This is an optimization exercise on Yosys and OpenROAD, whose aim is small area and a short achievable clock period, not a production implementation.
Function was not checked in any run shown here: the RTL went through the layout flow alone.
Power is estimated from default activity; no workload was simulated.

==> flow/design.v <==
module adder_1bit ( 
    input  a,
    input  b,
    input  cin,
    output sum,
    output cout
);
    assign sum  = a ^ b ^ cin;
    assign cout = (a & b) | (b & cin) | (a & cin);
endmodule
module cim_mac_tree (
    input         clk,
    input         rst_n,
    input         mac_en,
    input  [7:0]  col_mux,
    input  [15:0] data_in,
    input  [7:0]  bank0,  bank1,  bank2,  bank3,
                  bank4,  bank5,  bank6,  bank7,
                  bank8,  bank9,  bank10, bank11,
                  bank12, bank13, bank14, bank15,
    output reg [11:0] sum
);
    wire [15:0] en  = data_in & {16{mac_en}};
    wire [7:0]  col = col_mux & {8{~mac_en}};
    wire g0_0 = ~((bank0[0] & en[0]) | (|(bank0 & col)));
    wire g0_1 = ~(bank0[1] & en[0]);
    wire g0_2 = ~(bank0[2] & en[0]);
    wire g0_3 = ~(bank0[3] & en[0]);
    wire g0_4 = ~(bank0[4] & en[0]);
    wire g0_5 = ~(bank0[5] & en[0]);
    wire g0_6 = ~(bank0[6] & en[0]);
    wire g0_7 = ~(bank0[7] & en[0]);
    wire g1_0 = ~((bank1[0] & en[1]) | (|(bank1 & col)));
    wire g1_1 = ~(bank1[1] & en[1]);
    wire g1_2 = ~(bank1[2] & en[1]);
    wire g1_3 = ~(bank1[3] & en[1]);
    wire g1_4 = ~(bank1[4] & en[1]);
    wire g1_5 = ~(bank1[5] & en[1]);
    wire g1_6 = ~(bank1[6] & en[1]);
    wire g1_7 = ~(bank1[7] & en[1]);
    wire g2_0 = ~((bank2[0] & en[2]) | (|(bank2 & col)));
    wire g2_1 = ~(bank2[1] & en[2]);
    wire g2_2 = ~(bank2[2] & en[2]);
    wire g2_3 = ~(bank2[3] & en[2]);
    wire g2_4 = ~(bank2[4] & en[2]);
    wire g2_5 = ~(bank2[5] & en[2]);
    wire g2_6 = ~(bank2[6] & en[2]);
    wire g2_7 = ~(bank2[7] & en[2]);
    wire g3_0 = ~((bank3[0] & en[3]) | (|(bank3 & col)));
    wire g3_1 = ~(bank3[1] & en[3]);
    wire g3_2 = ~(bank3[2] & en[3]);
    wire g3_3 = ~(bank3[3] & en[3]);
    wire g3_4 = ~(bank3[4] & en[3]);
    wire g3_5 = ~(bank3[5] & en[3]);
    wire g3_6 = ~(bank3[6] & en[3]);
    wire g3_7 = ~(bank3[7] & en[3]);
    wire g4_0 = ~((bank4[0] & en[4]) | (|(bank4 & col)));
    wire g4_1 = ~(bank4[1] & en[4]);
    wire g4_2 = ~(bank4[2] & en[4]);
    wire g4_3 = ~(bank4[3] & en[4]);
    wire g4_4 = ~(bank4[4] & en[4]);
    wire g4_5 = ~(bank4[5] & en[4]);
    wire g4_6 = ~(bank4[6] & en[4]);
    wire g4_7 = ~(bank4[7] & en[4]);
    wire g5_0 = ~((bank5[0] & en[5]) | (|(bank5 & col)));
    wire g5_1 = ~(bank5[1] & en[5]);
    wire g5_2 = ~(bank5[2] & en[5]);
    wire g5_3 = ~(bank5[3] & en[5]);
    wire g5_4 = ~(bank5[4] & en[5]);
    wire g5_5 = ~(bank5[5] & en[5]);
    wire g5_6 = ~(bank5[6] & en[5]);
    wire g5_7 = ~(bank5[7] & en[5]);
    wire g6_0 = ~((bank6[0] & en[6]) | (|(bank6 & col)));
    wire g6_1 = ~(bank6[1] & en[6]);
    wire g6_2 = ~(bank6[2] & en[6]);
    wire g6_3 = ~(bank6[3] & en[6]);
    wire g6_4 = ~(bank6[4] & en[6]);
    wire g6_5 = ~(bank6[5] & en[6]);
    wire g6_6 = ~(bank6[6] & en[6]);
    wire g6_7 = ~(bank6[7] & en[6]);
    wire g7_0 = ~((bank7[0] & en[7]) | (|(bank7 & col)));
    wire g7_1 = ~(bank7[1] & en[7]);
    wire g7_2 = ~(bank7[2] & en[7]);
    wire g7_3 = ~(bank7[3] & en[7]);
    wire g7_4 = ~(bank7[4] & en[7]);
    wire g7_5 = ~(bank7[5] & en[7]);
    wire g7_6 = ~(bank7[6] & en[7]);
    wire g7_7 = ~(bank7[7] & en[7]);
    wire g8_0 = ~((bank8[0] & en[8]) | (|(bank8 & col)));
    wire g8_1 = ~(bank8[1] & en[8]);
    wire g8_2 = ~(bank8[2] & en[8]);
    wire g8_3 = ~(bank8[3] & en[8]);
    wire g8_4 = ~(bank8[4] & en[8]);
    wire g8_5 = ~(bank8[5] & en[8]);
    wire g8_6 = ~(bank8[6] & en[8]);
    wire g8_7 = ~(bank8[7] & en[8]);
    wire g9_0 = ~((bank9[0] & en[9]) | (|(bank9 & col)));
    wire g9_1 = ~(bank9[1] & en[9]);
    wire g9_2 = ~(bank9[2] & en[9]);
    wire g9_3 = ~(bank9[3] & en[9]);
    wire g9_4 = ~(bank9[4] & en[9]);
    wire g9_5 = ~(bank9[5] & en[9]);
    wire g9_6 = ~(bank9[6] & en[9]);
    wire g9_7 = ~(bank9[7] & en[9]);
    wire g10_0 = ~((bank10[0] & en[10]) | (|(bank10 & col)));
    wire g10_1 = ~(bank10[1] & en[10]);
    wire g10_2 = ~(bank10[2] & en[10]);
    wire g10_3 = ~(bank10[3] & en[10]);
    wire g10_4 = ~(bank10[4] & en[10]);
    wire g10_5 = ~(bank10[5] & en[10]);
    wire g10_6 = ~(bank10[6] & en[10]);
    wire g10_7 = ~(bank10[7] & en[10]);
    wire g11_0 = ~((bank11[0] & en[11]) | (|(bank11 & col)));
    wire g11_1 = ~(bank11[1] & en[11]);
    wire g11_2 = ~(bank11[2] & en[11]);
    wire g11_3 = ~(bank11[3] & en[11]);
    wire g11_4 = ~(bank11[4] & en[11]);
    wire g11_5 = ~(bank11[5] & en[11]);
    wire g11_6 = ~(bank11[6] & en[11]);
    wire g11_7 = ~(bank11[7] & en[11]);
    wire g12_0 = ~((bank12[0] & en[12]) | (|(bank12 & col)));
    wire g12_1 = ~(bank12[1] & en[12]);
    wire g12_2 = ~(bank12[2] & en[12]);
    wire g12_3 = ~(bank12[3] & en[12]);
    wire g12_4 = ~(bank12[4] & en[12]);
    wire g12_5 = ~(bank12[5] & en[12]);
    wire g12_6 = ~(bank12[6] & en[12]);
    wire g12_7 = ~(bank12[7] & en[12]);
    wire g13_0 = ~((bank13[0] & en[13]) | (|(bank13 & col)));
    wire g13_1 = ~(bank13[1] & en[13]);
    wire g13_2 = ~(bank13[2] & en[13]);
    wire g13_3 = ~(bank13[3] & en[13]);
    wire g13_4 = ~(bank13[4] & en[13]);
    wire g13_5 = ~(bank13[5] & en[13]);
    wire g13_6 = ~(bank13[6] & en[13]);
    wire g13_7 = ~(bank13[7] & en[13]);
    wire g14_0 = ~((bank14[0] & en[14]) | (|(bank14 & col)));
    wire g14_1 = ~(bank14[1] & en[14]);
    wire g14_2 = ~(bank14[2] & en[14]);
    wire g14_3 = ~(bank14[3] & en[14]);
    wire g14_4 = ~(bank14[4] & en[14]);
    wire g14_5 = ~(bank14[5] & en[14]);
    wire g14_6 = ~(bank14[6] & en[14]);
    wire g14_7 = ~(bank14[7] & en[14]);
    wire g15_0 = ~((bank15[0] & en[15]) | (|(bank15 & col)));
    wire g15_1 = ~(bank15[1] & en[15]);
    wire g15_2 = ~(bank15[2] & en[15]);
    wire g15_3 = ~(bank15[3] & en[15]);
    wire g15_4 = ~(bank15[4] & en[15]);
    wire g15_5 = ~(bank15[5] & en[15]);
    wire g15_6 = ~(bank15[6] & en[15]);
    wire g15_7 = ~(bank15[7] & en[15]);
    wire s1, c2;
    wire s3, c4;
    wire s5, c6;
    wire s7, c8;
    wire s9, c10;
    wire s11, c12;
    wire s13, c14;
    wire s15, c16;
    wire s17, c18;
    wire s19, c20;
    wire s21, c22;
    wire s23, c24;
    wire s25, c26;
    wire s27, c28;
    wire s29, c30;
    wire s31, c32;
    wire s33, c34;
    wire s35, c36;
    wire s37, c38;
    wire s39, c40;
    wire s41, c42;
    wire s43, c44;
    wire s45, c46;
    wire s47, c48;
    wire s49, c50;
    wire s51, c52;
    wire s53, c54;
    wire s55, c56;
    wire s57, c58;
    wire s59, c60;
    wire s61, c62;
    wire s63, c64;
    wire s65, c66;
    wire s67, c68;
    wire s69, c70;
    wire s71, c72;
    wire s73, c74;
    wire s75, c76;
    wire s77, c78;
    wire s79, c80;
    wire s81, c82;
    wire s83, c84;
    wire s85, c86;
    wire s87, c88;
    wire s89, c90;
    wire s91, c92;
    wire s93, c94;
    wire s95, c96;
    wire s97, c98;
    wire s99, c100;
    wire s101, c102;
    wire s103, c104;
    wire s105, c106;
    wire s107, c108;
    wire s109, c110;
    wire s111, c112;
    wire s113, c114;
    wire s115, c116;
    wire s117, c118;
    wire s119, c120;
    wire s121, c122;
    wire s123, c124;
    wire s125, c126;
    wire s127, c128;
    wire s129, c130;
    wire s131, c132;
    wire s133, c134;
    wire s135, c136;
    wire s137, c138;
    wire s139, c140;
    wire s141, c142;
    wire s143, c144;
    wire s145, c146;
    wire s147, c148;
    wire s149, c150;
    wire s151, c152;
    wire s153, c154;
    wire s155, c156;
    wire s157, c158;
    wire s159, c160;
    wire s161, c162;
    wire s163, c164;
    wire s165, c166;
    wire s167, c168;
    wire s169, c170;
    wire s171, c172;
    wire s173, c174;
    wire s175, c176;
    wire s177, c178;
    wire s179, c180;
    wire s181, c182;
    wire s183, c184;
    wire s185, c186;
    wire s187, c188;
    wire s189, c190;
    wire s191, c192;
    wire s193, c194;
    wire s195, c196;
    wire s197, c198;
    wire s199, c200;
    wire s201, c202;
    wire s203, c204;
    wire s205, c206;
    wire s207, c208;
    wire s209, c210;
    wire s211, c212;
    wire s213, c214;
    wire s215, c216;
    wire s217, c218;
    adder_1bit u_s1 (.a(g0_0), .b(g1_0), .cin(g2_0), .sum(s1), .cout(c2));
    adder_1bit u_s3 (.a(g3_0), .b(g4_0), .cin(g5_0), .sum(s3), .cout(c4));
    adder_1bit u_s5 (.a(g6_0), .b(g7_0), .cin(g8_0), .sum(s5), .cout(c6));
    adder_1bit u_s7 (.a(g9_0), .b(g10_0), .cin(g11_0), .sum(s7), .cout(c8));
    adder_1bit u_s9 (.a(g12_0), .b(g13_0), .cin(g14_0), .sum(s9), .cout(c10));
    adder_1bit u_s11 (.a(g15_0), .b(s1), .cin(s3), .sum(s11), .cout(c12));
    adder_1bit u_s13 (.a(s5), .b(s7), .cin(s9), .sum(s13), .cout(c14));
    adder_1bit u_s15 (.a(g0_1), .b(g1_1), .cin(g2_1), .sum(s15), .cout(c16));
    adder_1bit u_s17 (.a(g3_1), .b(g4_1), .cin(g5_1), .sum(s17), .cout(c18));
    adder_1bit u_s19 (.a(g6_1), .b(g7_1), .cin(g8_1), .sum(s19), .cout(c20));
    adder_1bit u_s21 (.a(g9_1), .b(g10_1), .cin(g11_1), .sum(s21), .cout(c22));
    adder_1bit u_s23 (.a(g12_1), .b(g13_1), .cin(g14_1), .sum(s23), .cout(c24));
    adder_1bit u_s25 (.a(g15_1), .b(s15), .cin(s17), .sum(s25), .cout(c26));
    adder_1bit u_s27 (.a(s19), .b(s21), .cin(s23), .sum(s27), .cout(c28));
    adder_1bit u_s29 (.a(c2), .b(c4), .cin(c6), .sum(s29), .cout(c30));
    adder_1bit u_s31 (.a(c8), .b(c10), .cin(s25), .sum(s31), .cout(c32));
    adder_1bit u_s33 (.a(s27), .b(c12), .cin(c14), .sum(s33), .cout(c34));
    adder_1bit u_s35 (.a(g0_2), .b(g1_2), .cin(g2_2), .sum(s35), .cout(c36));
    adder_1bit u_s37 (.a(g3_2), .b(g4_2), .cin(g5_2), .sum(s37), .cout(c38));
    adder_1bit u_s39 (.a(g6_2), .b(g7_2), .cin(g8_2), .sum(s39), .cout(c40));
    adder_1bit u_s41 (.a(g9_2), .b(g10_2), .cin(g11_2), .sum(s41), .cout(c42));
    adder_1bit u_s43 (.a(g12_2), .b(g13_2), .cin(g14_2), .sum(s43), .cout(c44));
    adder_1bit u_s45 (.a(g15_2), .b(c16), .cin(c18), .sum(s45), .cout(c46));
    adder_1bit u_s47 (.a(c20), .b(c22), .cin(c24), .sum(s47), .cout(c48));
    adder_1bit u_s49 (.a(s35), .b(s37), .cin(s39), .sum(s49), .cout(c50));
    adder_1bit u_s51 (.a(s41), .b(s43), .cin(c26), .sum(s51), .cout(c52));
    adder_1bit u_s53 (.a(c28), .b(s45), .cin(s47), .sum(s53), .cout(c54));
    adder_1bit u_s55 (.a(g0_3), .b(g1_3), .cin(g2_3), .sum(s55), .cout(c56));
    adder_1bit u_s57 (.a(g3_3), .b(g4_3), .cin(g5_3), .sum(s57), .cout(c58));
    adder_1bit u_s59 (.a(g6_3), .b(g7_3), .cin(g8_3), .sum(s59), .cout(c60));
    adder_1bit u_s61 (.a(g9_3), .b(g10_3), .cin(g11_3), .sum(s61), .cout(c62));
    adder_1bit u_s63 (.a(g12_3), .b(g13_3), .cin(g14_3), .sum(s63), .cout(c64));
    adder_1bit u_s65 (.a(g15_3), .b(c36), .cin(c38), .sum(s65), .cout(c66));
    adder_1bit u_s67 (.a(c40), .b(c42), .cin(c44), .sum(s67), .cout(c68));
    adder_1bit u_s69 (.a(s55), .b(s57), .cin(s59), .sum(s69), .cout(c70));
    adder_1bit u_s71 (.a(s61), .b(s63), .cin(c46), .sum(s71), .cout(c72));
    adder_1bit u_s73 (.a(c48), .b(c50), .cin(s65), .sum(s73), .cout(c74));
    adder_1bit u_s75 (.a(g0_4), .b(g1_4), .cin(g2_4), .sum(s75), .cout(c76));
    adder_1bit u_s77 (.a(g3_4), .b(g4_4), .cin(g5_4), .sum(s77), .cout(c78));
    adder_1bit u_s79 (.a(g6_4), .b(g7_4), .cin(g8_4), .sum(s79), .cout(c80));
    adder_1bit u_s81 (.a(g9_4), .b(g10_4), .cin(g11_4), .sum(s81), .cout(c82));
    adder_1bit u_s83 (.a(g12_4), .b(g13_4), .cin(g14_4), .sum(s83), .cout(c84));
    adder_1bit u_s85 (.a(g15_4), .b(c56), .cin(c58), .sum(s85), .cout(c86));
    adder_1bit u_s87 (.a(c60), .b(c62), .cin(c64), .sum(s87), .cout(c88));
    adder_1bit u_s89 (.a(s75), .b(s77), .cin(s79), .sum(s89), .cout(c90));
    adder_1bit u_s91 (.a(s81), .b(s83), .cin(c66), .sum(s91), .cout(c92));
    adder_1bit u_s93 (.a(c68), .b(c70), .cin(s85), .sum(s93), .cout(c94));
    adder_1bit u_s95 (.a(g0_5), .b(g1_5), .cin(g2_5), .sum(s95), .cout(c96));
    adder_1bit u_s97 (.a(g3_5), .b(g4_5), .cin(g5_5), .sum(s97), .cout(c98));
    adder_1bit u_s99 (.a(g6_5), .b(g7_5), .cin(g8_5), .sum(s99), .cout(c100));
    adder_1bit u_s101 (.a(g9_5), .b(g10_5), .cin(g11_5), .sum(s101), .cout(c102));
    adder_1bit u_s103 (.a(g12_5), .b(g13_5), .cin(g14_5), .sum(s103), .cout(c104));
    adder_1bit u_s105 (.a(g15_5), .b(c76), .cin(c78), .sum(s105), .cout(c106));
    adder_1bit u_s107 (.a(c80), .b(c82), .cin(c84), .sum(s107), .cout(c108));
    adder_1bit u_s109 (.a(s95), .b(s97), .cin(s99), .sum(s109), .cout(c110));
    adder_1bit u_s111 (.a(s101), .b(s103), .cin(c86), .sum(s111), .cout(c112));
    adder_1bit u_s113 (.a(c88), .b(c90), .cin(s105), .sum(s113), .cout(c114));
    adder_1bit u_s115 (.a(g0_6), .b(g1_6), .cin(g2_6), .sum(s115), .cout(c116));
    adder_1bit u_s117 (.a(g3_6), .b(g4_6), .cin(g5_6), .sum(s117), .cout(c118));
    adder_1bit u_s119 (.a(g6_6), .b(g7_6), .cin(g8_6), .sum(s119), .cout(c120));
    adder_1bit u_s121 (.a(g9_6), .b(g10_6), .cin(g11_6), .sum(s121), .cout(c122));
    adder_1bit u_s123 (.a(g12_6), .b(g13_6), .cin(g14_6), .sum(s123), .cout(c124));
    adder_1bit u_s125 (.a(g15_6), .b(c96), .cin(c98), .sum(s125), .cout(c126));
    adder_1bit u_s127 (.a(c100), .b(c102), .cin(c104), .sum(s127), .cout(c128));
    adder_1bit u_s129 (.a(s115), .b(s117), .cin(s119), .sum(s129), .cout(c130));
    adder_1bit u_s131 (.a(s121), .b(s123), .cin(c106), .sum(s131), .cout(c132));
    adder_1bit u_s133 (.a(c108), .b(c110), .cin(s125), .sum(s133), .cout(c134));
    adder_1bit u_s135 (.a(g0_7), .b(g1_7), .cin(g2_7), .sum(s135), .cout(c136));
    adder_1bit u_s137 (.a(g3_7), .b(g4_7), .cin(g5_7), .sum(s137), .cout(c138));
    adder_1bit u_s139 (.a(g6_7), .b(g7_7), .cin(g8_7), .sum(s139), .cout(c140));
    adder_1bit u_s141 (.a(g9_7), .b(g10_7), .cin(g11_7), .sum(s141), .cout(c142));
    adder_1bit u_s143 (.a(g12_7), .b(g13_7), .cin(g14_7), .sum(s143), .cout(c144));
    adder_1bit u_s145 (.a(g15_7), .b(c116), .cin(c118), .sum(s145), .cout(c146));
    adder_1bit u_s147 (.a(c120), .b(c122), .cin(c124), .sum(s147), .cout(c148));
    adder_1bit u_s149 (.a(s135), .b(s137), .cin(s139), .sum(s149), .cout(c150));
    adder_1bit u_s151 (.a(s141), .b(s143), .cin(c126), .sum(s151), .cout(c152));
    adder_1bit u_s153 (.a(c128), .b(c130), .cin(s145), .sum(s153), .cout(c154));
    adder_1bit u_s155 (.a(c136), .b(c138), .cin(c140), .sum(s155), .cout(c156));
    adder_1bit u_s157 (.a(c142), .b(c144), .cin(c146), .sum(s157), .cout(c158));
    adder_1bit u_s159 (.a(c148), .b(c150), .cin(s155), .sum(s159), .cout(c160));
    reg  [47:0] r1;
    wire [47:0] d1 = {c160, c158, c156, s159, s157, c154, c152, s153, s151, c134, c132, s149, s147, s133, s131, c114, c112, s129, s127, s113, s111, c94, c92, s109, s107, s93, s91, c74, c72, s89, s87, s73, s71, c54, c52, s69, s67, c34, s53, s51, c32, c30, s49, s33, s31, s29, s13, s11};
    adder_1bit u_s161 (.a(r1[2]), .b(r1[3]), .cin(r1[4]), .sum(s161), .cout(c162));
    adder_1bit u_s163 (.a(r1[5]), .b(r1[6]), .cin(r1[7]), .sum(s163), .cout(c164));
    adder_1bit u_s165 (.a(r1[8]), .b(r1[9]), .cin(r1[10]), .sum(s165), .cout(c166));
    adder_1bit u_s167 (.a(c162), .b(s163), .cin(s165), .sum(s167), .cout(c168));
    adder_1bit u_s169 (.a(r1[11]), .b(r1[12]), .cin(r1[13]), .sum(s169), .cout(c170));
    adder_1bit u_s171 (.a(r1[14]), .b(r1[15]), .cin(r1[16]), .sum(s171), .cout(c172));
    adder_1bit u_s173 (.a(c164), .b(c166), .cin(s169), .sum(s173), .cout(c174));
    adder_1bit u_s175 (.a(s171), .b(c168), .cin(s173), .sum(s175), .cout(c176));
    adder_1bit u_s177 (.a(r1[17]), .b(r1[18]), .cin(r1[19]), .sum(s177), .cout(c178));
    adder_1bit u_s179 (.a(r1[20]), .b(r1[21]), .cin(r1[22]), .sum(s179), .cout(c180));
    adder_1bit u_s181 (.a(c170), .b(c172), .cin(s177), .sum(s181), .cout(c182));
    adder_1bit u_s183 (.a(s179), .b(c174), .cin(s181), .sum(s183), .cout(c184));
    adder_1bit u_s185 (.a(r1[23]), .b(r1[24]), .cin(r1[25]), .sum(s185), .cout(c186));
    adder_1bit u_s187 (.a(r1[26]), .b(r1[27]), .cin(r1[28]), .sum(s187), .cout(c188));
    adder_1bit u_s189 (.a(c178), .b(c180), .cin(s185), .sum(s189), .cout(c190));
    adder_1bit u_s191 (.a(s187), .b(c182), .cin(s189), .sum(s191), .cout(c192));
    adder_1bit u_s193 (.a(r1[29]), .b(r1[30]), .cin(r1[31]), .sum(s193), .cout(c194));
    adder_1bit u_s195 (.a(r1[32]), .b(r1[33]), .cin(r1[34]), .sum(s195), .cout(c196));
    adder_1bit u_s197 (.a(c186), .b(c188), .cin(s193), .sum(s197), .cout(c198));
    adder_1bit u_s199 (.a(s195), .b(c190), .cin(s197), .sum(s199), .cout(c200));
    adder_1bit u_s201 (.a(r1[35]), .b(r1[36]), .cin(r1[37]), .sum(s201), .cout(c202));
    adder_1bit u_s203 (.a(r1[38]), .b(r1[39]), .cin(r1[40]), .sum(s203), .cout(c204));
    adder_1bit u_s205 (.a(c194), .b(c196), .cin(s201), .sum(s205), .cout(c206));
    adder_1bit u_s207 (.a(s203), .b(c198), .cin(s205), .sum(s207), .cout(c208));
    adder_1bit u_s209 (.a(r1[41]), .b(r1[42]), .cin(r1[43]), .sum(s209), .cout(c210));
    adder_1bit u_s211 (.a(r1[44]), .b(c202), .cin(c204), .sum(s211), .cout(c212));
    adder_1bit u_s213 (.a(s209), .b(c206), .cin(s211), .sum(s213), .cout(c214));
    adder_1bit u_s215 (.a(r1[45]), .b(r1[46]), .cin(r1[47]), .sum(s215), .cout(c216));
    adder_1bit u_s217 (.a(c210), .b(s215), .cin(c212), .sum(s217), .cout(c218));
    wire [11:0] rowA = {1'b1, c216, c214, c208, c200, c192, c184, c176, s175, s167, s161, r1[0]};
    wire [11:0] rowB = {1'b1, c218, s217, s213, s207, s199, s191, s183, 1'b1, 1'b1, 1'b1, r1[1]};
    wire [11:0] tot = ~(rowA + rowB + 12'd1);
    reg first;
    always @(posedge clk or negedge rst_n) begin
        if (!rst_n) first <= 1'b1;
        else        first <= 1'b0;
    end
    always @(posedge clk) r1 <= d1;
    always @(posedge clk or negedge rst_n) begin
        if (!rst_n) sum <= 12'd0;
        else        sum <= first ? 12'd0 : tot;
    end
endmodule
==> flow/run.sh <==
#!/bin/bash
# synth_recipe.tcl (not shown) runs the flow's synth.tcl, then flattens the netlist and writes it again
# the make line also repeats each setting of config.mk as NAME=value (left out here)
make -C /OpenROAD-flow-scripts/flow DESIGN_CONFIG=/design/flow/config.mk WORK_HOME=/design/flow/orfs CLKGATE_MAP_FILE= SYNTH_SCRIPT=/design/flow/synth_recipe.tcl finish
==> flow/config.mk <==
export PLATFORM = sky130hd
export DESIGN_NAME = cim_mac_tree
export DESIGN_NICKNAME = cim_mac_tree
export VERILOG_FILES = /design/flow/design.v
export SDC_FILE = /design/flow/constraint.sdc
export NUM_CORES = 4
export LEC_CHECK = 0
export CAP_MARGIN = 20
export CORE_MARGIN = 2
export CORE_UTILIZATION = 40
export SLEW_MARGIN = 20
export SYNTH_HIERARCHICAL = 1
==> flow/constraint.sdc <==
create_clock -name core_clock -period 8.0 [get_ports {clk}]
set_input_delay 1.6000 -clock core_clock [delete_from_list [all_inputs] [get_ports {clk}]]
set_output_delay 1.6000 -clock core_clock [all_outputs]
set_load 0.01 [all_outputs]
==> flow_summary.json, run 1 <==
{
  "r2r_cells": 8,
  "drt_iter0_drc": 464,
  "finalSetupViolCount": 0,
  "rows": 42,
  "yosysUniqueCellTypes": 35,
  "leakage_nw": 2.523,
  "clk_latency_ps": 330,
  "final_core_util": 0.5619,
  "cts.repair.resized": 0,
  "postRouteAntennaNets": 0,
  "cap_violations": 0,
  "grt_max_degree": 48,
  "fin_crit_ps": 4811,
  "core_area_um2": 13140,
  "multi_input_area_um2": 3891,
  "path_class": "primary input to flip-flop",
  "power_density_nw_per_um2": 285.5,
  "required_ps": 8200,
  "grt_use_total": 0.2941,
  "antenna_found_initial": 0,
  "syn-num-nets": 786,
  "min-delay-path-class": "flip-flop to flip-flop",
  "whs_path_depth": 1,
  "htreeDepth": 3,
  "critPathMaxFanout": 16,
  "synthTopCellsByArea": "fa_1 (41%), dfxtp_1 (18%), nand2_1 (10%)",
  "grt_pass1_vias": 5208,
  "n_fill_cell": 1145,
  "dr.pass1.iters": 8,
  "hold_violations": 0,
  "ys_warn_count": 7,
  "cts_tree": "built",
  "layout.cells.most_common": "clkdlybuf4s50_1",
  "critical_path.startpoint": "col_mux[4]",
  "overflow": 0,
  "worstPathArrival_ps": 5020,
  "portBuffers": 166,
  "yosysSeqAreaShare": 0.2418,
  "clkTransAtPathRegs_ps": 50,
  "grt_setup_unrepaired": "no",
  "via_count": 4630,
  "ir_drop_uv": 185.0,
  "wire_per_inst_um": 24.41,
  "critPathLaunchType": "primary input",
  "period_share": 0.6014,
  "avgSynthCellArea_um2": 10.38,
  "grt_pass1_wl_um": 30260,
  "cts_buffers": 9,
  "die_x_um": 119.4,
  "syn_area_um2": 5325,
  "regArea_um2": 1287,
  "synth-seq-cells": 61,
  "worstHoldEndpoint": "sum[6]",
  "setup_tns_ps": 0,
  "die_area_um2": 14250,
  "place.gp.congestion": 0.9413,
  "hold_start": "first",
  "final-max-slew-violation-count": 0,
  "layout_common_cells": "clkdlybuf4s50_1 (166), nand2_1 (147), fa_1 (109)",
  "drc_errors": 0,
  "max_freq_mhz": 207.8,
  "clk_path_buf_depth": 2,
  "synthCells": 513,
  "fp.dieH_um": 119.4,
  "postCtsSetupBuffers": 0,
  "worst_pin_slew_ps": 752.1,
  "worst_clock_skew_ps": 4.413,
  "r2r_end": "sum[8]",
  "synth_largest_area_cell": "fa_1",
  "outcome": "no timing/DRC/antenna violations",
  "start_util": 0.4053,
  "synth_top_cell_area_share": 0.4098,
  "relSlewSlack": 0.4970,
  "via_per_inst": 5.532,
  "cts_sinks": 61,
  "dp_hpwl_um": 17800,
  "final_net_count": 929,
  "cp-end-kind": "flip-flop",
  "diodes": 0,
  "rrSetupSlack_ps": 4690,
  "area_growth_pct": 38.63,
  "rr_startpoint": "r1[23]",
  "wl_um": 20440,
  "cts_hold_buf": 0,
  "ios": 167,
  "cts_root_buffer": "clkbuf_16",
  "drive_gt1_frac": 0.03631
}
critical path: stages:
cell	delay, ps
clkdlybuf4s50_1	790
a222oi_1	820
a31oi_1	190
a21oi_1	210
fa_1	440
fa_1	480
fa_1	470
metrics by stage:
step / total power, mW / setup WS (ps) / area, um2 / hold slack [ps] / instances
after floorplan: 1.335 / 3977 / 5325 / 559.2 / 513
after global placement: 1.665 / 2952 / 7083 / 579.7 / 821
after detailed placement: 1.708 / 2914 / 7083 / 604.3 / 821
after CTS: 2.103 / 3256 / 7382 / 617.2 / 837
after global routing: 2.260 / 3129 / 7382 / 637.2 / 837
final: 2.108 / 3189 / 7382 / 616.7 / 837
per-module statistics from Yosys, one instance, submodules excluded:
| module | area [um2] | cells inside |
|---|---|---|
| adder_1bit | 20.02 | 1 |
| cim_mac_tree | 3143 | 404 |
Yosys cell counts (all sizes together):
library cell and number:
xor2 3, a211oi 1, a31oi 18, dfxtp 48
nor2b 4, o31a 1, a21oi 21, nor2 7
nand2b 5, conb 1, o31ai 1, ha 9
nand3 1, nor3 2, or3 1, inv 4
o21ai 5, mux2 2, a222oi 16, nor3b 2
fa 109, nand2 147, or4b 1, nor4 1
and2 16, mux2i 1, o21a 4, dfrtp 12
dfstp 1, xnor2 2, a22oi 32, clkbuf 35
layer usage:
metal  up-vias  wire, um  GRT usage
met5         -         0          0
met4         0       638     0.1051
met3        40      1550    0.06130
met2       257     10220     0.5068
met1      2316      8021     0.3666
li1       2017         -          -
sequential cells by signal, indices dropped and copies added, names as in the netlist:
signal / cells
r1: 48
first: 1
sum: 12
final cells by class:
class                      instances  area share
multi-input combinational        413      0.5271
timing repair buffer             167      0.2261
sequential                        61      0.1744
clock buffer                       9     0.03051
tap                              176     0.02983
clock inverter                     7     0.01000
inverter                           4    0.002034
how the worst max path moves through the flow:
stage	endpoint	slack, ps	cells past startpoint
finish	r1[4]	3190	7
global route	r1[4]	3130	7
CTS	r1[4]	3260	7
detailed placement	r1[4]	2910	7
global placement	r1[4]	2950	7
floorplan	r1[4]	3980	8
logic make-up after synthesis:
family / Yosys count / share of synthesized area
multiplexers: 3 / 0.006813
XOR/XNOR: 5 / 0.008225
AND/OR/NAND/NOR: 187 / 0.1485
AO/OA/AOI/OAI: 99 / 0.1356
flip-flops: 61 / 0.2418
adder cells (fa/ha/maj): 118 / 0.4309
buffers and inverters: 39 / 0.02749
other: 1 / 0.0007042
power breakdown:
group          internal [mW]  switching (mW)  total, mW
Sequential             0.391          0.0368      0.428
Clock                  0.242           0.141      0.382
Combinational          0.616           0.681       1.30
==> run 2, diff against run 1 <==
==> flow/flow/run.sh (new file) <==
#!/bin/bash
# The standard layout (the standard.sh, unchanged synthesis), with the
# port buffers made of the smallest buffer instead of the default choice.
set -o pipefail
export BUFFER_PORTS_ARGS="-buffer_cell sky130_fd_sc_hd__buf_1"
bash standard.sh finish > standard_flow.log 2>&1
==> flow/standard.sh (new file) <==
#!/bin/bash
# synth_recipe.tcl (not shown) runs the flow's synth.tcl, then flattens the netlist and writes it again
# the make line also repeats each setting of config.mk as NAME=value (left out here)
make -C /OpenROAD-flow-scripts/flow DESIGN_CONFIG=/design/flow/config.mk WORK_HOME=/design/flow/orfs CLKGATE_MAP_FILE= SYNTH_SCRIPT=/design/flow/synth_recipe.tcl "${@:-finish}"
removed: flow/run.sh
==> flow_summary.json, run 2 <==
{
  "worstPathArrival_ps": 4480,
  "worst_pin_slew_ps": 906.0,
  "cap_violations": 0,
  "whs_path_depth": 3,
  "synthCells": 513,
  "drive_gt1_frac": 0.03328,
  "leakage_nw": 2.086,
  "synth_top_family_by_area": "adder cells",
  "rr_startpoint": "r1[18]",
  "cp_slowest_cell": "buf_1",
  "antenna_found_initial": 0,
  "cp_top_family": "adder cells",
  "n_fill_cell": 1250,
  "overflow": 0,
  "path_class": "primary input to flip-flop",
  "synth_flop_cell": "dfxtp_1",
  "drc_errors": 0,
  "cts.repair.resized": 0,
  "slowest_delay_ps": 660,
  "r2r_cells": 8,
  "yosysSeqAreaShare": 0.2418,
  "cts_sinks": 61,
  "dr.pass1.iters": 5,
  "synth-adder-area-share": 0.4309,
  "synth_largest_area_cell": "fa_1",
  "hold_violations": 0,
  "syn_area_um2": 5325,
  "place.gp.congestion": 1.038,
  "critPathMaxFanout": 16,
  "ir_drop_uv": 190.7,
  "place_inst": 821,
  "core_area_um2": 13140,
  "worst_clock_skew_ps": 7.739,
  "worstHoldEndpoint": "sum[0]",
  "synth-seq-cells": 61,
  "grt_pass1_vias": 5114,
  "ys_warn_count": 7,
  "rows": 42,
  "path_common_cell": "fa_1",
  "grt_pass1_wl_um": 29800,
  "instances_no_fill": 837,
  "synth_mux_area_frac": 0.006814,
  "clkTransAtPathRegs_ps": 50,
  "largest_reg_flops": 48,
  "async_flop_share": 0.2131,
  "yosysUniqueCellTypes": 35,
  "die_area_um2": 14250,
  "avgSynthCellArea_um2": 10.38,
  "finalSetupViolCount": 0,
  "outcome": "no timing/DRC/antenna violations",
  "ios": 167,
  "syn-num-nets": 786,
  "clk_latency_ps": 320,
  "synth_top_cell_area_share": 0.4098,
  "synthTopCellsByArea": "fa_1 (41%), dfxtp_1 (18%), nand2_1 (10%)",
  "r2r_end": "sum[8]",
  "wire_per_inst_um": 24.21,
  "postCtsSetupBuffers": 0,
  "cp-end-kind": "flip-flop",
  "synth.most_common_cell": "nand2_1",
  "rrSetupSlack_ps": 4680,
  "clk_path_buf_depth": 2,
  "holdWs_ps": 597.8,
  "reg.largest.list": "r1 x48, sum x12, first x1",
  "synth_compound_area_frac": 0.1356,
  "portBuffers": 166,
  "final_net_count": 929,
  "area_growth_pct": 19.67,
  "drt_iter0_drc": 341,
  "via_count": 4622,
  "dp_hpwl_um": 17750,
  "htreeDepth": 3,
  "crit_chain": "buf_1 > a222oi_1 > a31oi_1 > a21oi_1 > fa_1 > fa_1 > fa_1",
  "via_per_inst": 5.522,
  "diodes": 0,
  "synth_edf_count": 0,
  "critPathLaunchType": "primary input",
  "fin_crit_ps": 4295,
  "layout_common_cells": "buf_1 (166), nand2_1 (147), fa_1 (109)",
  "power.total_mw": 2.054,
  "top_register": "r1",
  "grt_setup_unrepaired": "no",
  "postRouteAntennaNets": 0,
  "max_freq_mhz": 232.8,
  "power_density_nw_per_um2": 322.4,
  "grt_max_degree": 48,
  "postPlaceCellArea_um2": 6045,
  "place_ws_ps": 3416,
  "synth_xor_area_frac": 0.008224,
  "setup_tns_ps": 0,
  "final-max-slew-violation-count": 0,
  "cts_hold_buf": 0,
  "wl_um": 20260,
  "synth_commonest_cells": "nand2_1 (147), fa_1 (109), dfxtp_1 (48)",
  "cts_root_buffer": "clkbuf_16",
  "period_share": 0.5369,
  "final_core_util": 0.4850,
  "cts_buffers": 9,
  "final.setup.worst_slack_ps": 3705,
  "grt_use_total": 0.2907,
  "min-delay-path-class": "flip-flop to flip-flop",
  "timing.critical_path.buf_inv": 1,
  "cts_tree": "built",
  "hold_start": "r1[1]",
  "fp.dieH_um": 119.4,
  "synthSimpleGateAreaFrac": 0.1485,
  "layout.cells.most_common": "buf_1",
  "start_util": 0.4053,
  "final_cell_area_um2": 6372,
  "relSlewSlack": 0.3960,
  "die_x_um": 119.4,
  "required_ps": 8190
}
==> run 2: cell counts after synthesis <==
No cell type changed its count.
==> run 2: power by group <==
part / total [mW] / internal, mW / switching, mW
Clock: 0.419 / 0.290 / 0.130
Sequential: 0.426 / 0.391 / 0.0344
Combinational: 1.21 / 0.539 / 0.670
==> run 2: Yosys stat by module, one instance, submodules excluded <==
module	cell area, um2	copies in the design
cim_mac_tree	3143	1
adder_1bit	20.02	109
==> run 2: cell families (layout without fill, tap and decap cells) <==
group / Yosys count / in the layout
DFF: 61 / 61
xor gates and xnor gates: 5 / 5
other: 1 / 1
and+or+nand+nor: 187 / 187
muxes: 3 / 3
AOI/OAI and AO/OA: 99 / 99
buffers and inverters: 39 / 187
adders and majority gates: 118 / 118
==> run 2: worst min-delay path: cells and delay by family (launching register included) <==
kind,cells,cell delay (ps)
buf+inv,1,50
fa+ha+maj,1,110
simple gates,1,120
flops,1,290
==> run 2: area by class of cell <==
cell class                 count  area, um2  share of cell area
multi-input combinational    413       3891              0.6106
sequential                    61       1287              0.2020
timing repair buffer         167      630.6             0.09896
clock buffer                  13      260.3             0.04084
tap                          176      220.2             0.03456
clock inverter                 3      67.56             0.01060
inverter                       4      15.01            0.002356
==> run 2: metal layers <==
metal  vias to the layer above  share of wire  GRT usage
met5                         -              0          0
met4                         0          0.020    0.07279
met3                        23          0.055    0.04167
met2                       233           0.51     0.5169
met1                      2351           0.42     0.3739
li1                       2015              -          -
==> run 2: worst max-delay path by stage <==
stage / cells after the start / to / from / slack [ps]
5_1_grt: 8 / r1[4] / mac_en / 3650
4_1_cts: 7 / r1[4] / col_mux[4] / 3760
3_3_place_gp: 7 / r1[4] / col_mux[4] / 3420
6_report: 7 / r1[4] / col_mux[4] / 3700
3_5_place_dp: 7 / r1[4] / col_mux[4] / 3420
2_1_floorplan: 8 / r1[4] / mac_en / 3980
==> run 3, diff against run 2 <==
--- a/flow/config.mk
+++ b/flow/config.mk
@@ -9,4 +9,5 @@
 export CORE_MARGIN = 2
 export CORE_UTILIZATION = 40
+export SETUP_SLACK_MARGIN = 4.5
 export SLEW_MARGIN = 20
 export SYNTH_HIERARCHICAL = 1
==> flow_summary.json, run 3 <==
{
  "reg.largest.list": "r1 x48, sum x12, first x1",
  "synth_largest_area_cell": "fa_1",
  "min-delay-path-class": "flip-flop to flip-flop",
  "rrSetupSlack_ps": 4720,
  "rr_startpoint": "r1[17]",
  "cts_sinks": 61,
  "ios": 167,
  "hold_violations": 0,
  "syn-num-nets": 786,
  "finalSetupViolCount": 0,
  "cts_hold_buf": 0,
  "period_share": 0.4809,
  "r2r_end": "sum[8]",
  "yosysSeqAreaShare": 0.2418,
  "drc_errors": 0,
  "final_net_count": 948,
  "antenna_found_initial": 1,
  "synth.most_common_cell": "nand2_1",
  "ir_drop_uv": 232.5,
  "die_area_um2": 14250,
  "worstHoldEndpoint": "sum[0]",
  "clk_path_buf_depth": 2,
  "start_util": 0.4053,
  "required_ps": 8200,
  "synth_flop_cell": "dfxtp_1",
  "place.gp.congestion": 0.9581,
  "worst_clock_skew_ps": 9.684,
  "grt_pass1_wl_um": 30470,
  "worst_pin_slew_ps": 688.4,
  "synth_edf_count": 0,
  "area_growth_pct": 30.08,
  "via_per_inst": 5.585,
  "via_count": 4781,
  "layout.cells.most_common": "buf_1",
  "cap_violations": 0,
  "drt_iter0_drc": 389,
  "wl_um": 20680,
  "cts_tree": "built",
  "relSlewSlack": 0.5411,
  "core_area_um2": 13140,
  "synth-seq-cells": 61,
  "cts_root_buffer": "clkbuf_16",
  "synth_top_cell_area_share": 0.4098,
  "portBuffers": 166,
  "cts_buffers": 9,
  "rows": 42,
  "async_flop_share": 0.2131,
  "grt_use_total": 0.2964,
  "critPathMaxFanout": 16,
  "postRouteAntennaNets": 0,
  "path_class": "primary input to flip-flop",
  "fin_crit_ps": 3847,
  "avgSynthCellArea_um2": 10.38,
  "clkTransAtPathRegs_ps": 50,
  "dr.pass1.iters": 6,
  "setup_tns_ps": 0,
  "clk_latency_ps": 330,
  "whs_path_depth": 3,
  "outcome": "no timing/DRC/antenna violations",
  "largest_reg_flops": 48,
  "dp_hpwl_um": 17480,
  "grt_setup_unrepaired": "yes",
  "top_register": "r1",
  "layout_common_cells": "buf_1 (158), nand2_1 (134), fa_1 (72)",
  "wire_per_inst_um": 24.16,
  "worstPathArrival_ps": 4040,
  "diodes": 0,
  "cp-end-kind": "flip-flop",
  "drive_gt1_frac": 0.1721,
  "max_freq_mhz": 259.9,
  "holdWs_ps": 607.0,
  "synth_commonest_cells": "nand2_1 (147), fa_1 (109), dfxtp_1 (48)",
  "die_x_um": 119.4,
  "overflow": 0,
  "critPathLaunchType": "primary input",
  "synthCells": 513,
  "final-max-slew-violation-count": 0,
  "htreeDepth": 3,
  "grt_pass1_vias": 5322,
  "r2r_cells": 8,
  "hold_start": "r1[1]",
  "n_fill_cell": 1224,
  "yosysUniqueCellTypes": 35,
  "synthTopCellsByArea": "fa_1 (41%), dfxtp_1 (18%), nand2_1 (10%)",
  "syn_area_um2": 5325,
  "leakage_nw": 2.363,
  "power_density_nw_per_um2": 301.8,
  "ys_warn_count": 7,
  "fp.dieH_um": 119.4,
  "grt_max_degree": 24
}
==> run 3: cell types whose count changed in the layout (fill, tap and decap cells not counted), sizes merged <==
cell / previous run / this run
clkinv: 0 / 1
clkbuf: 13 / 16
buf: 167 / 184
bufbuf: 0 / 1
bufinv: 2 / 0
clkinvlp: 1 / 0
==> run 3: power breakdown <==
group	internal [mW]	leakage [nW]	total (mW)	switching, mW
sequential	0.392	0.566	0.427	0.0350
clock	0.265	0.156	0.394	0.130
combinational	0.572	1.64	1.27	0.697
total	1.23	2.36	2.09	0.862
==> run 3: stage by stage <==
stage          total power [mW]  instance area (um2)  instances    util  setup slack (ps)
2_1_floorplan             1.351                 5613        513       -              4224
3_3_place_gp              1.612                 6202        821  0.4721              3506
3_5_place_dp              1.660                 6202        821  0.4721              3471
4_1_cts                   2.090                 6840        851  0.5207              4239
5_1_grt                   2.261                 6927        856  0.5272              4125
6_report                  2.090                 6927        856  0.5272              4153
==> run 3: cell families after synthesis <==
logic type | Yosys count | synth area share
AOI/OAI and AO/OA | 99 | 0.1356
xor gates and xnor gates | 5 | 0.008225
buffers and inverters | 39 | 0.02749
adders and majority gates | 118 | 0.4309
other | 1 | 0.0007042
muxes | 3 | 0.006813
and+or+nand+nor | 187 | 0.1485
DFF | 61 | 0.2418
==> run 3: Yosys stat by module (local to each module, per instance) <==
module        flops+latches  cell area (um2)  cells inside  times used
cim_mac_tree             61             3143           404           1
adder_1bit                0            20.02             1         109
==> run 3: worst max-delay path, cell delays in order <==
cell,delay (ps)
buf_12,130
a222oi_1,600
a31oi_1,170
a21oi_1,210
fa_1,480
fa_2,390
fa_1,460
==> run 3: final cells by class <==
cell class                      instances  area (um2)  share of cell area
Inverter                                4       15.01            0.002168
Multi-Input combinational cell        413        4086              0.5900
Clock inverter                          1       8.758            0.001264
Clock buffer                           15       310.3             0.04480
Sequential cell                        61        1287              0.1859
Tap cell                              176       220.2             0.03179
Timing Repair Buffer                  186       998.5              0.1441
==> run 3: timing repair <==
item,4_1_cts,5_1_grt
resized for setup,48,7
setup buffers,11,4
setup endpoints to repair,37,11
pin swaps,20,7
gates cloned,3,1
==> run 3: how the worst max path moves through the flow <==
stage	from	endpoint	slack (ps)	cells after the start
after floorplan	col_mux[5]	r1[4]	4220	8
after global placement	col_mux[4]	r1[4]	3510	7
after detailed placement	col_mux[4]	r1[4]	3470	7
after CTS	col_mux[4]	r1[4]	4240	7
after global routing	col_mux[4]	r1[4]	4130	7
final	col_mux[2]	r1[4]	4150	7
==> run 3: per-layer routing <==
metal | track usage | vias to the layer above | wire length (um)
met5 | 0 | - | 11
met4 | 0.1199 | 2 | 829
met3 | 0.04406 | 50 | 1411
li1 | - | 2056 | -
met1 | 0.3648 | 2395 | 8102
met2 | 0.5226 | 278 | 10320
==> run 4, diff against run 3 <==
--- a/flow/design.v
+++ b/flow/design.v
@@ -19,5 +19,5 @@
                   bank8,  bank9,  bank10, bank11,
                   bank12, bank13, bank14, bank15,
-    output reg [11:0] sum
+    output [11:0] sum
 );
     wire [15:0] en  = data_in & {16{mac_en}};
@@ -272,9 +272,9 @@
     adder_1bit u_s21 (.a(g9_1), .b(g10_1), .cin(g11_1), .sum(s21), .cout(c22));
     adder_1bit u_s23 (.a(g12_1), .b(g13_1), .cin(g14_1), .sum(s23), .cout(c24));
-    adder_1bit u_s25 (.a(g15_1), .b(s15), .cin(s17), .sum(s25), .cout(c26));
-    adder_1bit u_s27 (.a(s19), .b(s21), .cin(s23), .sum(s27), .cout(c28));
-    adder_1bit u_s29 (.a(c2), .b(c4), .cin(c6), .sum(s29), .cout(c30));
-    adder_1bit u_s31 (.a(c8), .b(c10), .cin(s25), .sum(s31), .cout(c32));
-    adder_1bit u_s33 (.a(s27), .b(c12), .cin(c14), .sum(s33), .cout(c34));
+    adder_1bit u_s25 (.a(g15_1), .b(c2), .cin(c4), .sum(s25), .cout(c26));
+    adder_1bit u_s27 (.a(c6), .b(c8), .cin(c10), .sum(s27), .cout(c28));
+    adder_1bit u_s29 (.a(s15), .b(s17), .cin(s19), .sum(s29), .cout(c30));
+    adder_1bit u_s31 (.a(s21), .b(s23), .cin(c12), .sum(s31), .cout(c32));
+    adder_1bit u_s33 (.a(c14), .b(s25), .cin(s27), .sum(s33), .cout(c34));
     adder_1bit u_s35 (.a(g0_2), .b(g1_2), .cin(g2_2), .sum(s35), .cout(c36));
     adder_1bit u_s37 (.a(g3_2), .b(g4_2), .cin(g5_2), .sum(s37), .cout(c38));
@@ -286,5 +286,5 @@
     adder_1bit u_s49 (.a(s35), .b(s37), .cin(s39), .sum(s49), .cout(c50));
     adder_1bit u_s51 (.a(s41), .b(s43), .cin(c26), .sum(s51), .cout(c52));
-    adder_1bit u_s53 (.a(c28), .b(s45), .cin(s47), .sum(s53), .cout(c54));
+    adder_1bit u_s53 (.a(c28), .b(c30), .cin(s45), .sum(s53), .cout(c54));
     adder_1bit u_s55 (.a(g0_3), .b(g1_3), .cin(g2_3), .sum(s55), .cout(c56));
     adder_1bit u_s57 (.a(g3_3), .b(g4_3), .cin(g5_3), .sum(s57), .cout(c58));
@@ -341,5 +341,5 @@
     adder_1bit u_s159 (.a(c148), .b(c150), .cin(s155), .sum(s159), .cout(c160));
     reg  [47:0] r1;
-    wire [47:0] d1 = {c160, c158, c156, s159, s157, c154, c152, s153, s151, c134, c132, s149, s147, s133, s131, c114, c112, s129, s127, s113, s111, c94, c92, s109, s107, s93, s91, c74, c72, s89, s87, s73, s71, c54, c52, s69, s67, c34, s53, s51, c32, c30, s49, s33, s31, s29, s13, s11};
+    wire [47:0] d1 = {c160, c158, c156, s159, s157, c154, c152, s153, s151, c134, c132, s149, s147, s133, s131, c114, c112, s129, s127, s113, s111, c94, c92, s109, s107, s93, s91, c74, c72, s89, s87, s73, s71, c54, c52, s69, s67, s53, s51, c34, c32, s49, s47, s33, s31, s29, s13, s11};
     adder_1bit u_s161 (.a(r1[2]), .b(r1[3]), .cin(r1[4]), .sum(s161), .cout(c162));
     adder_1bit u_s163 (.a(r1[5]), .b(r1[6]), .cin(r1[7]), .sum(s163), .cout(c164));
@@ -374,13 +374,20 @@
     wire [11:0] rowB = {1'b1, c218, s217, s213, s207, s199, s191, s183, 1'b1, 1'b1, 1'b1, r1[1]};
     wire [11:0] tot = ~(rowA + rowB + 12'd1);
-    reg first;
+    reg  [11:0] s2;
+    wire [11:0] s2sum = s2;
+    reg first, valid;
     always @(posedge clk or negedge rst_n) begin
-        if (!rst_n) first <= 1'b1;
-        else        first <= 1'b0;
+        if (!rst_n) begin
+            first <= 1'b1;
+            valid <= 1'b0;
+        end else begin
+            first <= 1'b0;
+            valid <= ~first;
+        end
     end
-    always @(posedge clk) r1 <= d1;
-    always @(posedge clk or negedge rst_n) begin
-        if (!rst_n) sum <= 12'd0;
-        else        sum <= first ? 12'd0 : tot;
+    always @(posedge clk) begin
+        r1 <= d1;
+        s2 <= tot;
     end
+    assign sum = s2sum & {12{valid}};
 endmodule
--- a/flow/config.mk
+++ b/flow/config.mk
@@ -8,5 +8,6 @@
 export CAP_MARGIN = 20
 export CORE_MARGIN = 2
-export CORE_UTILIZATION = 40
+export CORE_UTILIZATION = 60
+export CTS_BUF_LIST = sky130_fd_sc_hd__clkbuf_4 sky130_fd_sc_hd__clkbuf_8
 export SETUP_SLACK_MARGIN = 4.5
 export SLEW_MARGIN = 20
==> flow_summary.json, run 4 <==
{
  "grt_use_total": 0.4181,
  "cap_violations": 0,
  "r2r_cells": 8,
  "diodes": 0,
  "core_area_um2": 8636,
  "final_core_util": 0.7828,
  "wire_per_inst_um": 24.80,
  "wl_um": 19250,
  "worstHoldEndpoint": "valid",
  "avgSynthCellArea_um2": 10.55,
  "place_ws_ps": 3089,
  "syn_area_um2": 5295,
  "min-delay-path-class": "flip-flop to flip-flop",
  "synth_commonest_cells": "nand2_1 (115), fa_1 (109), dfxtp_1 (60)",
  "cts_tree": "built",
  "whs_path_depth": 1,
  "synth_top_cell_area_share": 0.4121,
  "cts_sinks": 62,
  "regArea_um2": 1252,
  "rows": 34,
  "outcome": "no timing/DRC/antenna violations",
  "die_x_um": 97.94,
  "synth_edf_count": 0,
  "yosysUniqueCellTypes": 40,
  "place.gp.congestion": 0.9604,
  "grt_setup_unrepaired": "yes",
  "area_growth_pct": 27.67,
  "holdWs_ps": 435.7,
  "cts_buffers": 9,
  "worstPathArrival_ps": 3930,
  "grt_max_degree": 17,
  "leakage_nw": 2.188,
  "dp_hpwl_um": 15260,
  "yosysSeqAreaShare": 0.2365,
  "finalSetupViolCount": 0,
  "synthCells": 502,
  "multi_input_area_um2": 4235,
  "cp-end-kind": "flip-flop",
  "syn-num-nets": 775,
  "postRouteAntennaNets": 0,
  "ios": 167,
  "reg.largest.list": "r1 x48, s2 x12",
  "overflow": 0,
  "final_cell_area_um2": 6760,
  "largest_reg_flops": 48,
  "power.total_mw": 2.142,
  "hold_start": "first",
  "postPlaceCellArea_um2": 6113,
  "path_class": "primary input to flip-flop",
  "ys_warn_count": 7,
  "cp_slowest_cell": "fa_2",
  "rrSetupSlack_ps": 4900,
  "portBuffers": 166,
  "setup_tns_ps": 0,
  "grt_pass1_wl_um": 29370,
  "critical_path.startpoint": "col_mux[5]",
  "clk_latency_ps": 350,
  "critPathLaunchType": "primary input",
  "start_util": 0.6132,
  "worst_clock_skew_ps": 15.29,
  "clk_path_buf_depth": 2,
  "instances_no_fill": 776,
  "dr.pass1.iters": 7,
  "synth-seq-cells": 62,
  "required_ps": 8220,
  "path_common_cell": "fa_2",
  "grt_pass1_vias": 5527,
  "fin_crit_ps": 3708,
  "synth.most_common_cell": "nand2_1",
  "final-max-slew-violation-count": 0,
  "clkTransAtPathRegs_ps": 80,
  "synth_flop_cell": "dfxtp_1",
  "r2r_end": "s2[11]",
  "layout_common_cells": "buf_1 (165), nand2_1 (102), fa_1 (75)",
  "slowest_delay_ps": 490,
  "cts_root_buffer": "clkbuf_8",
  "synth_largest_area_cell": "fa_1",
  "ir_drop_uv": 221.4,
  "cts_hold_buf": 0,
  "drt_iter0_drc": 442,
  "hold_violations": 0,
  "max_freq_mhz": 269.7,
  "htreeDepth": 3,
  "fp.dieH_um": 97.94,
  "antenna_found_initial": 0,
  "layout.cells.most_common": "buf_1",
  "period_share": 0.4635,
  "drive_gt1_frac": 0.2051,
  "critPathMaxFanout": 8,
  "async_flop_share": 0.03226,
  "drc_errors": 0,
  "via_count": 4898,
  "n_fill_cell": 602,
  "rr_startpoint": "r1[29]",
  "synthTopCellsByArea": "fa_1 (41%), dfxtp_1 (23%), nand2_1 (8.2%)",
  "crit_chain": "buf_1 > nor2b_4 > buf_8 > a22oi_2 > nand3_1 > a211oi_2 > fa_2 > fa_2 > fa_1",
  "via_per_inst": 6.312,
  "power_density_nw_per_um2": 316.8,
  "final.setup.worst_slack_ps": 4292,
  "top_register": "r1",
  "place_inst": 747,
  "die_area_um2": 9592,
  "final_net_count": 936
}
## run 4: cell count changes in the layout (fill, tap and decap cells not counted), moves of 13 or more
cell,previous run,this run
nand2_1,134,102
a31oi_1,18,2
a22oi_2,0,15
a22oi_1,32,18
a211oi_2,0,13
and2_1,1,16
a22o_1,0,14
a222oi_1,16,2
## run 4: how the worst max path moves through the flow
stage | end | slack (ps) | depth (start not counted)
final | r1[3] | 4290 | 9
after global routing | r1[4] | 4280 | 9
after CTS | r1[3] | 4370 | 9
after detailed placement | r1[4] | 3090 | 8
after global placement | r1[4] | 3160 | 8
after floorplan | r1[4] | 4100 | 10
## run 4: cell type report
cell class	count	share of cell area
multi-input combinational	401	0.6265
sequential	62	0.1853
timing repair buffer	184	0.1299
tap	108	0.01999
clock buffer	10	0.01943
clock inverter	6	0.01610
inverter	5	0.002776
## run 4: where the power goes
| group | switching (mW) | internal (mW) |
|---|---|---|
| logic | 0.750 | 0.594 |
| clock network | 0.130 | 0.211 |
| registers | 0.0395 | 0.417 |
## run 4: per-module statistics from Yosys (local to each module, per instance)
module        flops+latches  times used  area, um2  cells
cim_mac_tree             62           1       3113    393
adder_1bit                0         109      20.02      1
## run 4: metal layers
| layer | up-vias | track usage | part of all wire |
|---|---|---|---|
| met1 | 2342 | 0.4656 | 0.33 |
| met4 | 0 | 0.2767 | 0.077 |
| met2 | 427 | 0.6976 | 0.48 |
| met5 | - | 0 | 0 |
| met3 | 122 | 0.1217 | 0.11 |
| li1 | 2007 | - | - |
## run 4: critical path: cells and delay by family
family / cells / cell delay [ps]
and+or+nand+nor: 2 / 260
adders and majority gates: 3 / 1330
AOI/OAI and AO/OA: 2 / 490
buffers and inverters: 2 / 240
## run 4: timing repair
action,in CTS,in global routing
setup buffers,9,0
cloned,4,0
setup endpoints to repair,46,7
gates resized for setup,69,14
pin swaps,31,15
## run 4: kinds of logic after synthesis
group | Yosys count | synth area share
xor gates and xnor gates | 8 | 0.01323
AOI/OAI and AO/OA | 95 | 0.1297
muxes | 2 | 0.003781
DFF | 62 | 0.2365
buffers and inverters | 39 | 0.02906
other | 1 | 0.0007082
adders and majority gates | 118 | 0.4334
and+or+nand+nor | 177 | 0.1536

[re-timing with driven ports]
The results above use ideal ports. As a check the final layouts listed here were re-extracted and re-timed, cells and wires unchanged. Step 1 (the two cells are an assumption about what drives the block):
set clk [get_ports {clk}]
set_driving_cell -lib_cell sky130_fd_sc_hd__clkbuf_16 $clk
set_driving_cell -lib_cell sky130_fd_sc_hd__buf_2 [delete_from_list [all_inputs] $clk]
Step 2 times the ports against the registers' clock, not the clock port: input delays grow and output delays shrink by t, the midpoint of the rising clock arrivals with the driver on. a / b / c = ideal ports / drivers / drivers and shift; a / b = the first two.
| run | t, ns | slack for setup (ns) | slew at the worst register clock pin (ns) | worst data-port slew with drivers (ns) | pins driven straight from the clock port |
|---|---|---|---|---|---|
| run 1 | 0.361 | 3.189 / 3.198 / 2.837 | 0.05 / 0.05 | 0.05 | 1 |
| run 2 | 0.353 | 3.705 / 3.707 / 3.354 | 0.05 / 0.05 | 0.04 | 1 |
| run 3 | 0.359 | 4.153 / 4.114 / 3.755 | 0.06 / 0.06 | 0.17 | 1 |
| run 4 | 0.380 | 4.292 / 4.231 / 3.852 | 0.08 / 0.08 | 0.12 | 1 |
After both steps setup and hold are still met in every run listed. For run 4, which loses most, drivers alone change the setup slack by -0.061 ns; drivers and shift together by -0.440 ns.
